This design comes from an exercise in tuning for small area on the open sky130 flow, not from production work. Function was checked by simulation only, so behaviour that the tests miss may differ from the original. Power is estimated from default activity; no workload was simulated.

$ cat flow/config.mk
export PLATFORM = sky130hd
export DESIGN_NAME = gpr
export DESIGN_NICKNAME = gpr
export VERILOG_FILES = /design/flow/design.v
export SDC_FILE = /design/flow/constraint.sdc
export NUM_CORES = 4
export LEC_CHECK = 0
export CAP_MARGIN = 20
export CORE_MARGIN = 2
export CORE_UTILIZATION = 50
export SLEW_MARGIN = 20
export SYNTH_HIERARCHICAL = 1
export SYNTH_MINIMUM_KEEP_SIZE = 0
$ cat flow/constraint.sdc
create_clock -name core_clock -period 9.0 [get_ports {clk}]
set_input_delay 1.8000 -clock core_clock [delete_from_list [all_inputs] [get_ports {clk}]]
set_output_delay 1.8000 -clock core_clock [all_outputs]
set_load 0.01 [all_outputs]
$ cat flow/design.v
	`default_nettype none
module gpr (
	input wire clk,
	input wire reset,
	input wire[4:0] rd_addr_0,
	output wire[31:0] rd_data_0,
	input wire[4:0] rd_addr_1,
	output wire[31:0] rd_data_1,
	input wire we_,
	input wire[4:0] wr_addr,
	input wire[31:0] wr_data
);
localparam N = 32;
localparam W = 32;
wire wen = (we_ == 1'b0);
reg [N*W-1:0] regs;
reg [N-1:0] valid;
wire [3:0] wlo, rlo_0, rlo_1;
wire [7:0] whi, rhi_0, rhi_1;
genvar j;
generate
	for (j = 0; j < 4; j = j + 1) begin : g_lo
		assign wlo[j]   = wen && (wr_addr[1:0] == j);
		assign rlo_0[j] = (rd_addr_0[1:0] == j);
		assign rlo_1[j] = (rd_addr_1[1:0] == j);
	end
	for (j = 0; j < 8; j = j + 1) begin : g_hi
		assign whi[j]   = (wr_addr[4:2] == j);
		assign rhi_0[j] = (rd_addr_0[4:2] == j);
		assign rhi_1[j] = (rd_addr_1[4:2] == j);
	end
endgenerate
localparam G = 1;         
localparam GW = W / G;     
wire [N-1:0] valid_nxt;
wire [G*N-1:0] row_we, row_hold, sel_0, sel_1;
genvar r, b, h;
generate
	for (r = 0; r < N; r = r + 1) begin : g_row
		assign valid_nxt[r] = valid[r] | (wlo[r%4] & whi[r/4]);
		for (h = 0; h < G; h = h + 1) begin : g_grp
			gpr_nand2 u_hold (.a(wlo[r%4]), .b(whi[r/4]), .y(row_hold[h*N+r]));
			gpr_inv u_we (.a(row_hold[h*N+r]), .y(row_we[h*N+r]));
			gpr_and3 u_s0 (.a(rlo_0[r%4]), .b(rhi_0[r/4]), .c(valid_nxt[r]), .y(sel_0[h*N+r]));
			gpr_and3 u_s1 (.a(rlo_1[r%4]), .b(rhi_1[r/4]), .c(valid_nxt[r]), .y(sel_1[h*N+r]));
		end
		always @(posedge clk or posedge reset) begin
			if (reset == 1'b1) valid[r] <= 1'b0;
			else valid[r] <= valid_nxt[r];
		end
	end
	for (b = 0; b < W; b = b + 1) begin : g_col
		localparam HB = (b / GW) * N;
		wire [N-1:0] col;   
		for (r = 0; r < N; r = r + 1) begin : g_bit
			gpr_ao22 u_hold (.a1(row_we[HB+r]), .a2(wr_data[b]), .b1(row_hold[HB+r]), .b2(regs[r*W+b]), .y(col[r]));
			always @(posedge clk) regs[r*W+b] <= col[r];
		end
		gpr_rdbit u_rd0 (.sel(sel_0[HB+N-1:HB]), .d(col), .y(rd_data_0[b]));
		gpr_rdbit u_rd1 (.sel(sel_1[HB+N-1:HB]), .d(col), .y(rd_data_1[b]));
	end
endgenerate
endmodule
module gpr_rdbit (
	input wire [31:0] sel,
	input wire [31:0] d,
	output wire y
);
	wire [10:0] n;
	wire o0, o1, o2;
	genvar g;
	generate
		for (g = 0; g < 10; g = g + 1) begin : g_aoi
			gpr_aoi222 u (.a1(sel[3*g]), .a2(d[3*g]), .b1(sel[3*g+1]), .b2(d[3*g+1]),
			              .c1(sel[3*g+2]), .c2(d[3*g+2]), .y(n[g]));
		end
	endgenerate
	gpr_nand4 u_n0 (.a(n[0]), .b(n[1]), .c(n[2]), .d(n[3]), .y(o0));
	gpr_aoi221 u_last (.a1(sel[30]), .a2(d[30]), .b1(sel[31]), .b2(d[31]), .c1(o0), .y(n[10]));
	gpr_nand4 u_n1 (.a(n[4]), .b(n[5]), .c(n[6]), .d(n[7]), .y(o1));
	gpr_nand3 u_n2 (.a(n[8]), .b(n[9]), .c(n[10]), .y(o2));
	gpr_or2 u_o (.a(o1), .b(o2), .y(y));
endmodule
module gpr_aoi222 (input wire a1, a2, b1, b2, c1, c2, output wire y);
	assign y = ~((a1 & a2) | (b1 & b2) | (c1 & c2));
endmodule
module gpr_aoi221 (input wire a1, a2, b1, b2, c1, output wire y);
	assign y = ~((a1 & a2) | (b1 & b2) | c1);
endmodule
module gpr_nand2 (input wire a, b, output wire y);
	assign y = ~(a & b);
endmodule
module gpr_inv (input wire a, output wire y);
	assign y = ~a;
endmodule
module gpr_and3 (input wire a, b, c, output wire y);
	assign y = a & b & c;
endmodule
module gpr_ao22 (input wire a1, a2, b1, b2, output wire y);
	assign y = (a1 & a2) | (b1 & b2);
endmodule
module gpr_nand4 (input wire a, b, c, d, output wire y);
	assign y = ~(a & b & c & d);
endmodule
module gpr_nand3 (input wire a, b, c, output wire y);
	assign y = ~(a & b & c);
endmodule
module gpr_or2 (input wire a, b, output wire y);
	assign y = a | b;
endmodule
$ cat flow/flow/run.sh
#!/bin/bash
# The standard layout, with these changes:
#  - after synthesis, every combinational cell is set to the smallest drive
#    strength of its family (downsize.tcl); placement repair sizes up or
#    buffers what needs more drive. Flip-flops keep their synthesized types;
#  - ports are buffered with the smallest buffer (buf_1);
#  - clock tree synthesis uses larger sink clusters and inserts no dummy loads.
set -euo pipefail
ARGS=(
  BUFFER_PORTS_ARGS="-buffer_cell sky130_fd_sc_hd__buf_1"
  CTS_ARGS="-sink_clustering_enable -repair_clock_nets -dont_use_dummy_load -buf_list sky130_fd_sc_hd__clkbuf_16 -sink_clustering_size 24 -sink_clustering_max_diameter 80"
)
bash standard.sh "${ARGS[@]}" synth > synth.log 2>&1
R=orfs/results/sky130hd/gpr/base
PLATFORM_DIR="$FLOW_HOME/platforms/sky130hd" ODB_IN=$R/1_synth.odb ODB_OUT=$R/1_synth.odb \
  openroad -no_init -exit flow/downsize.tcl > downsize.log 2>&1
bash standard.sh "${ARGS[@]}" finish > layout.log 2>&1
$ cat flow/flow/downsize.tcl
# Set every combinational cell of the synthesized netlist to the smallest
# drive strength of its cell family (same function and pins); flip-flops and
# other sequential cells keep the type synthesis gave them. The placement
# repair then sizes up or buffers whatever needs more drive.
set P $::env(PLATFORM_DIR)
read_lef $P/lef/sky130_fd_sc_hd.tlef
read_lef $P/lef/sky130_fd_sc_hd_merged.lef
read_db $::env(ODB_IN)
set db [ord::get_db]
array set best {}
foreach lib [$db getLibs] {
  foreach m [$lib getMasters] {
    set n [$m getName]
    if {![regexp {^(sky130_fd_sc_hd__[a-z0-9]+)_([0-9]+)$} $n -> fam drv]} continue
    if {[string match *lpflow* $n] || [string match *probe* $n]} continue
    set a [expr {[$m getWidth] * [$m getHeight]}]
    if {![info exists best($fam)] || $a < [lindex $best($fam) 1] || ($a == [lindex $best($fam) 1] && $drv == 1)} {
      set best($fam) [list $m $a]
    }
  }
}
set n 0
foreach inst [[ord::get_db_block] getInsts] {
  set m [$inst getMaster]
  set name [$m getName]
  if {![regexp {^(sky130_fd_sc_hd__[a-z0-9]+)_([0-9]+)$} $name -> fam drv]} continue
  if {[regexp {^sky130_fd_sc_hd__(df|dl|sdf|edf|sedf|conb|tap|fill|decap|clkdly|dlygate|dlymetal)} $name]} continue
  if {![info exists best($fam)]} continue
  set bm [lindex $best($fam) 0]
  if {[$bm getName] ne $name} {
    $inst swapMaster $bm
    incr n
  }
}
puts "downsize: swapped $n cells"
write_db $::env(ODB_OUT)
$ cat flow/standard.sh
#!/bin/bash
# synth_recipe.tcl (not shown) runs the flow's synth.tcl, then flattens the netlist and writes it again
# the make line also repeats each setting of config.mk as NAME=value (left out here)
make -C /OpenROAD-flow-scripts/flow DESIGN_CONFIG=/design/flow/config.mk WORK_HOME=/design/flow/orfs CLKGATE_MAP_FILE= SYNTH_SCRIPT=/design/flow/synth_recipe.tcl "${@:-finish}"
==> out/results.ini, run 1 <==
[timing]
finClkSkew_ns=0
hold_viol_final=0
slew_headroom=0.132
finalWorstSetupSlack_ns=0.886
tightestPinTransition_ns=1.30
setup_violations=0
fin_crit_sh=0.902
slew_viol_final=0
finalSetupTns_ns=0
hold_ws_ns=0.477
rsz0062_at_grt=false
fmax_mhz=123
fin_crit_ns=8.11

[critical_path]
crit_buf_inv=5
r2r_setup_slack_ns=8.28
crit_path_max_fanout=19
r2r_end=valid[14]
cp-startpoint=we_
cp_top_family=simple AND/OR/NAND/NOR gates
reg2regPathDepth=1
critPathLaunchType=primary input
crit_cells=13
crit_chain=buf_1 -> nand3b_1 -> inv_1 -> nand2_1 -> inv_1 -> buf_4 -> a22o_1 -> a222oi_1 -> nand4_1 -> a221oi_1 -> nand3_1 -> or2_1 -> buf_1
crit_slowest_cell=nand2_1
arrival_ns=6.31
max_stage_delay_ns=0.78
end_kind=primary output
worstSetupPathType=primary input to primary output
worstPathRequired_ns=7.20
r2r_start=valid[14]

[global_routing]
top_usage_layer=met2
grt_pass1_wl_um=263000
grt_util_met1=0.551
met2_usage=0.648
use_met3=0.114
grt_max_degree=34
grt_pass1_vias=38524
antenna_found_initial=10
grt-ovfl-total=0
grt_usage=0.426

[min_path]
hp-start=valid[10]
hold_end=valid[10]
worstHoldPathCells=1
hold_path.class=register to register

[layout]
fillers=6642
final_layout_size_suffix_gt1_frac=0.0675
syn_to_final_growth_pct=10.6
fin_nets=3608

[floorplanning]
fp.dieH_um=287
die_w_um=287
io_pins=114
die_area_sq_um=82100
start_util=0.505
rows=103
coreArea_sq_um=79000

[clocking]
cts_root_buffer=clkbuf_16
cts_sinks=1056
holdBufCountCts=0
cts.htree.levels=2
post_cts_buffers=0
post_cts_resized=0
clkTransAtPathRegs_ns=0.07
cts_tree=done
cts_buffer_depth=3
numCtsBuffers=53
clk_latency_ns=0.66

[synth]
syn_area_per_cell_sq_um=12.3
netlist_area_sq_um=39900
syn_inst=3247
synth_nets=3297
yosysWarnings=7

[route]
drc=0
drt_iter0_markers=9626
postRouteWirelength_um=184000
vias=39582
wl_per_cell_um=40.0
vias_per_cell=8.59
drt_first_pass_iters=14
ant_nets=0

[power_and_ir_drop]
power.density_cell_area_nw_per_um2=236
vdd_drop_max_mv=0.151
leakagePower_nw=18.0

[place]
numPortBuffers=113
place_congestion=0.909
hpwl_um=105000
pre_cts_ws_ns=1.23

[run]
drv_cap=0

[outcome]
status=no timing/DRC/antenna violations

==> state kept, by name, indices dropped and copies added (netlist names) <==
register / count
regs: 1024
valid: 32
==> power by group <==
group | switching, W | total, W | internal, W
registers | 0.000253 | 0.00584 | 0.00559
logic | 0.00119 | 0.00198 | 0.000792
clock network | 0.00155 | 0.00260 | 0.00105
total | 0.00298 | 0.0104 | 0.00743
==> cell type report <==
type / count / area [sq um] / area share
sequential: 1056 / 21300 / 0.483
antenna: 1 / 2.50 / 0.0000567
clock buffer: 53 / 1330 / 0.0301
inverter: 41 / 154 / 0.00349
multi-input combinational: 2150 / 18500 / 0.420
tap: 1050 / 1310 / 0.0298
timing repair buffer: 256 / 1520 / 0.0344
==> layout by cell type (no fill, tap or decap), types with 2 or more instances in the layout <==
| cell type | count |
|---|---|
| nor2b_1 | 4 |
| nand3b_1 | 4 |
| inv_1 | 36 |
| nor3_1 | 3 |
| nand2_1 | 34 |
| a222oi_1 | 640 |
| inv_2 | 5 |
| nor3b_1 | 9 |
| o21bai_1 | 16 |
| and2_1 | 2 |
| or2_1 | 64 |
| buf_4 | 141 |
| nor2_1 | 4 |
| a21o_1 | 16 |
| buf_1 | 113 |
| a22o_1 | 1024 |
| dfrtp_1 | 32 |
| nand3_1 | 65 |
| and3_1 | 27 |
| or3b_1 | 2 |
| nand4_1 | 128 |
| dfxtp_1 | 1024 |
| and3_2 | 38 |
| a221oi_1 | 64 |
| clkbuf_16 | 53 |
| and3b_1 | 4 |
==> per-layer routing <==
layer | wire length [um] | part of all wire
met1 | 67300 | 0.36
met4 | 10700 | 0.058
met2 | 79600 | 0.43
met3 | 26900 | 0.15
met5 | 69 | 0.00037
==> how the worst max path moves through the flow <==
stage	end	slack, ns
2_1_floorplan	rd_data_0[0]	2.59
3_3_place_gp	rd_data_1[19]	1.30
3_5_place_dp	rd_data_0[14]	1.23
4_1_cts	rd_data_0[14]	1.22
5_1_grt	rd_data_0[14]	0.79
6_report	rd_data_0[19]	0.89
==> metrics by stage <==
stage / cell area [sq um] / std cells / total power (W) / util
finish: 44100 / 4607 / 0.0104 / 0.559
global route: 44100 / 4606 / 0.0107 / 0.559
CTS: 44100 / 4605 / 0.0103 / 0.558
detailed placement: 42800 / 4552 / 0.00781 / 0.542
global placement: 42800 / 4552 / 0.00769 / 0.542
floorplan: 39900 / 3247 / 0.00717 / -
==> run 2: changes to the inputs <==
--- a/flow/design.v
+++ b/flow/design.v
@@ -67,7 +67,6 @@
 	output wire y
 );
 	wire [10:0] n;
-	wire o0, o1, o2;
 	genvar g;
 	generate
 		for (g = 0; g < 10; g = g + 1) begin : g_aoi
@@ -75,17 +74,18 @@
 			              .c1(sel[3*g+2]), .c2(d[3*g+2]), .y(n[g]));
 		end
 	endgenerate
+	gpr_aoi22 u_last (.a1(sel[30]), .a2(d[30]), .b1(sel[31]), .b2(d[31]), .y(n[10]));
+	wire o0, o1, o2;
 	gpr_nand4 u_n0 (.a(n[0]), .b(n[1]), .c(n[2]), .d(n[3]), .y(o0));
-	gpr_aoi221 u_last (.a1(sel[30]), .a2(d[30]), .b1(sel[31]), .b2(d[31]), .c1(o0), .y(n[10]));
 	gpr_nand4 u_n1 (.a(n[4]), .b(n[5]), .c(n[6]), .d(n[7]), .y(o1));
 	gpr_nand3 u_n2 (.a(n[8]), .b(n[9]), .c(n[10]), .y(o2));
-	gpr_or2 u_o (.a(o1), .b(o2), .y(y));
+	gpr_or3 u_o (.a(o0), .b(o1), .c(o2), .y(y));
 endmodule
 module gpr_aoi222 (input wire a1, a2, b1, b2, c1, c2, output wire y);
 	assign y = ~((a1 & a2) | (b1 & b2) | (c1 & c2));
 endmodule
-module gpr_aoi221 (input wire a1, a2, b1, b2, c1, output wire y);
-	assign y = ~((a1 & a2) | (b1 & b2) | c1);
+module gpr_aoi22 (input wire a1, a2, b1, b2, output wire y);
+	assign y = ~((a1 & a2) | (b1 & b2));
 endmodule
 module gpr_nand2 (input wire a, b, output wire y);
 	assign y = ~(a & b);
@@ -105,6 +105,6 @@
 module gpr_nand3 (input wire a, b, c, output wire y);
 	assign y = ~(a & b & c);
 endmodule
-module gpr_or2 (input wire a, b, output wire y);
-	assign y = a | b;
+module gpr_or3 (input wire a, b, c, output wire y);
+	assign y = a | b | c;
 endmodule
--- a/flow/flow/run.sh
+++ b/flow/flow/run.sh
@@ -8,7 +8,7 @@
 set -euo pipefail
 ARGS=(
   BUFFER_PORTS_ARGS="-buffer_cell sky130_fd_sc_hd__buf_1"
-  CTS_ARGS="-sink_clustering_enable -repair_clock_nets -dont_use_dummy_load -buf_list sky130_fd_sc_hd__clkbuf_16 -sink_clustering_size 24 -sink_clustering_max_diameter 80"
+  CTS_ARGS="-sink_clustering_enable -repair_clock_nets -dont_use_dummy_load -buf_list sky130_fd_sc_hd__clkbuf_16 -sink_clustering_size 26 -sink_clustering_max_diameter 100"
 )
 bash standard.sh "${ARGS[@]}" synth > synth.log 2>&1
 R=orfs/results/sky130hd/gpr/base
==> out/results.ini, run 2 <==
[power_and_ir_drop]
power.density_cell_area_nw_per_um2=233
vdd_drop_max_mv=0.154
p_total_w=0.0102
leakagePower_nw=18.1

[global_routing]
use_met3=0.165
antenna_found_initial=6
grt_util_met1=0.585
grt-ovfl-total=0
grt_usage=0.454
top_usage_layer=met2
grt_max_degree=34
grt_pass1_vias=38761
grt_pass1_wl_um=275000
met2_usage=0.633

[synth]
synth_top_area_cell=dfxtp_1
synth_cell_type_count=24
synth_enable_flop_cells=0
synthArstFlopShare=0.0303
synth_nets=3297
yosysWarnings=7
syn_area_per_cell_sq_um=12.3
synthTopCellsByArea=dfxtp_1, a22o_1, a222oi_1, a22oi_2, dfrtp_1
ys_seq_area_frac=0.530
netlist_area_sq_um=39800
yosys_most_used_dff=dfxtp_1
synth_top_area_share=0.510
syn_inst=3247
yosys_area_sq_um=40200
synth_commonest_cells=a22o_1, dfxtp_1, a222oi_1
synth-seq-cells=1056

[clocking]
holdBufCountCts=0
cts_root_buffer=clkbuf_16
clkTransAtPathRegs_ns=0.10
clk_latency_ns=0.64
cts_buffer_depth=3
cts.htree.levels=2
numCtsBuffers=46
cts_sinks=1056
post_cts_resized=0
cts_tree=done
post_cts_buffers=0

[critical_path]
end_kind=primary output
crit_slowest_cell=nand4_1
worstPathRequired_ns=7.20
crit_cells=12
crit_chain=buf_1 -> nand3b_1 -> inv_1 -> nand2_1 -> buf_4 -> inv_1 -> buf_4 -> a22o_1 -> a222oi_1 -> nand4_1 -> or3_1 -> buf_1
cp_top_family=buffers and inverters
critPathLaunchType=primary input
r2r_start=valid[23]
cp-startpoint=we_
worstSetupPathType=primary input to primary output
crit_buf_inv=6
cp-endpoint=rd_data_0[29]
r2r_setup_slack_ns=8.24
crit_path_max_fanout=33
arrival_ns=5.98
reg2regPathDepth=1
r2r_end=valid[23]
max_stage_delay_ns=0.60

[min_path]
hp-start=valid[7]
hold_path.class=register to register

[timing]
fin_crit_sh=0.864
rsz0062_at_grt=false
fin_crit_ns=7.78
hold_viol_final=0
slew_viol_final=0
tightestPinTransition_ns=1.30
setup_violations=0
fmax_mhz=129
finClkSkew_ns=0
slew_headroom=0.132
finalSetupTns_ns=0

[layout]
top_register=regs
final_cell_mix=a22o_1, dfxtp_1, a222oi_1, buf_4, nand4_1
fin_nets=3615
fillers=6637
largest_register_ffs=1024
final_layout_size_suffix_gt1_frac=0.0679
final_cell_area_sq_um=44000
reg_top3=regs (1024), valid (32)
syn_to_final_growth_pct=10.5

[route]
vias=40061
ant_nets=0
vias_per_cell=8.68
drt_iter0_markers=9997
postRouteWirelength_um=196000
drc=0
drt_first_pass_iters=14
wl_per_cell_um=42.5

[outcome]
status=no timing/DRC/antenna violations

[run]
drv_cap=0

[floorplanning]
io_pins=114
fp.dieH_um=286
coreArea_sq_um=79000
start_util=0.504
rows=103
die_w_um=286
die_area_sq_um=82000

[place]
place_congestion=0.946
hpwl_um=114000
numPortBuffers=113
place_area_sq_um=42800

## run 2: changes by cell type in the layout (fill, tap and decap cells not counted), sizes merged
cell,previous run,this run
a221oi,64,0
a22oi,0,64
buf,256,260
clkbuf,53,56
clkinv,0,1
diode,1,4
inv,41,40
or2,64,0
or3,1,65
## run 2: worst min path at each step
stage                endpoint  slack [ns]  cells after the start
floorplan            valid[0]        0.43                      1
global placement    valid[17]        0.44                      1
detailed placement  valid[17]        0.45                      1
CTS                 valid[17]        0.47                      1
global route        valid[11]        0.50                      1
finish               valid[7]        0.47                      1
## run 2: layer usage
layer  up-vias  share of wire
li1      15672              -
met1     19505           0.35
met2      4070           0.40
met3       812           0.17
met4         2          0.081
met5         -       0.000066
## run 2: where the power goes
group | switching, W | total (W) | internal [W]
logic | 0.00119 | 0.00196 | 0.000776
registers | 0.000250 | 0.00584 | 0.00559
clock network | 0.00151 | 0.00243 | 0.000921
## run 2: through the flow
stage | util | hold WS, ns | instances | setup WS, ns
finish | 0.557 | 0.475 | 4617 | 1.23
global route | 0.557 | 0.496 | 4614 | 1.23
CTS | 0.557 | 0.474 | 4613 | 1.46
detailed placement | 0.542 | 0.450 | 4567 | 1.48
global placement | 0.542 | 0.439 | 4565 | 1.32
floorplan | - | 0.430 | 3247 | 2.74
## run 2: modules after synthesis (local to each module, per instance), a selection
module / area (sq um) / copies in the design
gpr: 21800 / 1
gpr_and3: 6.26 / 64
gpr_ao22: 8.76 / 1024
gpr_aoi222: 10.0 / 640
gpr_nand2: 3.75 / 32
gpr_nand4: 6.26 / 128
gpr_or3: 6.26 / 64
## run 2: logic make-up (layout without fill, tap and decap cells)
group | Yosys count | after routing | synth area share
buffers and inverters | 41 | 357 | 0.00383
and+or+nand+nor | 390 | 390 | 0.0575
other | 0 | 4 | 0
AOI/OAI and AO/OA | 1760 | 1760 | 0.409
DFF | 1056 | 1056 | 0.530
## run 2: cell type report
cell class | count | area, sq um | share of cell area
Sequential cell | 1056 | 21300 | 0.484
Multi-Input combinational cell | 2150 | 18400 | 0.419
Timing Repair Buffer | 270 | 1640 | 0.0372
Tap cell | 1050 | 1310 | 0.0299
Clock buffer | 46 | 1150 | 0.0262
Inverter | 41 | 154 | 0.00350
Antenna cell | 4 | 10.0 | 0.000227
==> run 3: changes to the inputs <==
--- a/flow/flow/run.sh
+++ b/flow/flow/run.sh
@@ -8,7 +8,7 @@
 set -euo pipefail
 ARGS=(
   BUFFER_PORTS_ARGS="-buffer_cell sky130_fd_sc_hd__buf_1"
-  CTS_ARGS="-sink_clustering_enable -repair_clock_nets -dont_use_dummy_load -buf_list sky130_fd_sc_hd__clkbuf_16 -sink_clustering_size 26 -sink_clustering_max_diameter 100"
+  CTS_ARGS="-sink_clustering_enable -repair_clock_nets -dont_use_dummy_load -buf_list sky130_fd_sc_hd__clkbuf_8 -sink_clustering_size 16 -sink_clustering_max_diameter 80"
 )
 bash standard.sh "${ARGS[@]}" synth > synth.log 2>&1
 R=orfs/results/sky130hd/gpr/base
==> out/results.ini, run 3 <==
[outcome]
status=no timing/DRC/antenna violations

[global_routing]
grt_pass1_wl_um=277000
grt_max_degree=34
grt_usage=0.457
antenna_found_initial=9
grt_pass1_vias=39084
grt-ovfl-total=0

[timing]
fin_crit_ns=7.77
slew_viol_final=0
slew_headroom=0.131
finalWorstSetupSlack_ns=1.23
setup_violations=0
hold_viol_final=0
finClkSkew_ns=0
fin_crit_sh=0.863
finalSetupTns_ns=0
fmax_mhz=129
rsz0062_at_grt=false
tightestPinTransition_ns=1.30

[floorplanning]
io_pins=114
die_area_sq_um=82000
coreArea_sq_um=79000
rows=103
start_util=0.504
die_w_um=286
fp.dieH_um=286

[synth]
syn_inst=3247
synth_commonest_cells=a22o_1, dfxtp_1, a222oi_1
yosys_area_sq_um=40200
yosys_most_used_dff=dfxtp_1
yosysWarnings=7
synthTopCellsByArea=dfxtp_1, a22o_1, a222oi_1, a22oi_2, dfrtp_1
syn_area_per_cell_sq_um=12.3
ys_seq_area_frac=0.530
synth_top_area_share=0.510
synth_cell_type_count=24
synth_top_area_cell=dfxtp_1
synthArstFlopShare=0.0303
synth_enable_flop_cells=0
netlist_area_sq_um=39800
synth_nets=3297
synth-seq-cells=1056

[route]
vias=40505
wl_per_cell_um=42.5
ant_nets=0
postRouteWirelength_um=198000
drt_first_pass_iters=12
drt_iter0_markers=10212
vias_per_cell=8.70
drc=0

[layout]
fillers=6649
final_cell_mix=a22o_1, dfxtp_1, a222oi_1, buf_4, nand4_1
final_layout_size_suffix_gt1_frac=0.0757
fin_nets=3645
seq_area_sq_um=21300
syn_to_final_growth_pct=10.3
top_register=regs
multi_input_comb_area_sq_um=18400
final_cell_area_sq_um=43900
reg_top3=regs (1024), valid (32)
largest_register_ffs=1024

[min_path]
hold_path.class=register to register

[critical_path]
crit_buf_inv=6
end_kind=primary output
crit_chain=buf_1 -> nand3b_1 -> inv_1 -> nand2_1 -> buf_4 -> inv_1 -> buf_4 -> a22o_1 -> a222oi_1 -> nand4_1 -> or3_1 -> buf_1
worstPathRequired_ns=7.20
arrival_ns=5.97
worstSetupPathType=primary input to primary output
crit_path_max_fanout=20
critPathLaunchType=primary input
crit_slowest_cell=nand2_1
max_stage_delay_ns=0.83
cp_top_family=simple AND/OR/NAND/NOR gates

[clocking]
clk_latency_ns=0.72
cts_buffer_depth=3
numCtsBuffers=76
cts_root_buffer=clkbuf_8
cts_sinks=1056
holdBufCountCts=0
post_cts_resized=0
clkTransAtPathRegs_ns=0.08
post_cts_buffers=0
cts_tree=done
cts.htree.levels=3

[place]
numPortBuffers=113
hpwl_um=114000
place_congestion=0.946
place_area_sq_um=42800
pre_cts_ws_ns=1.48

[power_and_ir_drop]
vdd_drop_max_mv=0.129
leakagePower_nw=18.1
power.density_cell_area_nw_per_um2=230
p_total_w=0.0101

[run]
drv_cap=0

==> run 3: cell counts after synthesis <==
No cell type changed its count.
==> run 3: cells by family after synthesis <==
logic type | after synthesis | share of synthesized area
compound gates | 1760 | 0.409
flops | 1056 | 0.530
simple gates | 390 | 0.0575
buf+inv | 41 | 0.00383
==> run 3: area by class of cell <==
class / count / area share
inverter: 41 / 0.00350
timing repair buffer: 270 / 0.0372
clock buffer: 76 / 0.0238
multi-input combinational: 2150 / 0.420
sequential: 1056 / 0.485
antenna: 12 / 0.000684
tap: 1050 / 0.0299
==> run 3: final timing paths <==
check / from / end / slack (ns) / depth (start not counted)
max in group asynchronous: reset / valid[26] / 7.44 / 3
hold reg to reg: valid[0] / valid[0] / 0.47 / 1
setup reg to reg: valid[23] / valid[23] / 8.25 / 1
min in group asynchronous: reset / valid[8] / 1.16 / 3
setup / recovery: we_ / rd_data_1[17] / 1.23 / 12
hold / removal: valid[0] / valid[0] / 0.47 / 1
==> run 3: modules after synthesis (local to each module, per instance), a selection <==
module      cells  copies in the design  area (sq um)  flops+latches
gpr_ao22        1                  1024          8.76              0
gpr_aoi22       1                    64          12.5              0
gpr_aoi222      1                   640          10.0              0
gpr_nand3       1                    64          5.00              0
gpr_or3         1                    64          6.26              0
gpr_inv         1                    32          3.75              0
==> run 3: per-stage QoR <==
| stage | instances | hold slack, ns | utilization |
|---|---|---|---|
| 2_1_floorplan | 3247 | 0.430 | - |
| 3_3_place_gp | 4565 | 0.439 | 0.542 |
| 3_5_place_dp | 4567 | 0.450 | 0.542 |
| 4_1_cts | 4643 | 0.472 | 0.555 |
| 5_1_grt | 4645 | 0.498 | 0.556 |
| 6_report | 4655 | 0.473 | 0.556 |
==> run 3: per-layer routing <==
| layer | up-vias | track usage | share of wire |
|---|---|---|---|
| li1 | 15735 | - | - |
| met1 | 19720 | 0.584 | 0.36 |
| met2 | 4163 | 0.635 | 0.40 |
| met3 | 885 | 0.172 | 0.17 |
| met4 | 2 | 0.317 | 0.078 |
| met5 | - | 0.00233 | 0.000056 |
==> run 3: power breakdown <==
group,switching (W),internal [W],total (W)
sequential,0.000249,0.00559,0.00584
clock,0.00155,0.000762,0.00231
combinational,0.00119,0.000776,0.00197
total,0.00299,0.00713,0.0101

==> static timing again, ports no longer ideal <==
How much do the figures lean on ideal ports? The routed layouts below were timed once more, with nothing changed but the port constraints.
Step 1, drivers: a clkbuf_16 drives clk and a buf_2 each remaining input, both assumed.
Step 2, shift: input delay + t, output delay - t, t = (earliest + latest rising clock arrival at the registers) / 2. This alone moves slack from input paths to output paths.
a / b / c = ideal ports / drivers / drivers and shift; a / b = the first two.
run | t (ns) | setup slack, ns | hold WS [ns] | worst setup path at the end
run 1 | 0.710 | 0.886 / 0.860 / 0.860 | 0.477 / 0.477 / 0.477 | input to output
run 2 | 0.706 | 1.225 / 1.201 / 1.201 | 0.475 / 0.475 / 0.475 | input to output
run 3 | 0.772 | 1.235 / 1.211 / 1.211 | 0.473 / 0.473 / 0.473 | input to output
After both steps every run listed still meets setup and hold. For run 1, which loses most, drivers alone change the setup slack by -0.026 ns; drivers and shift together by -0.026 ns.
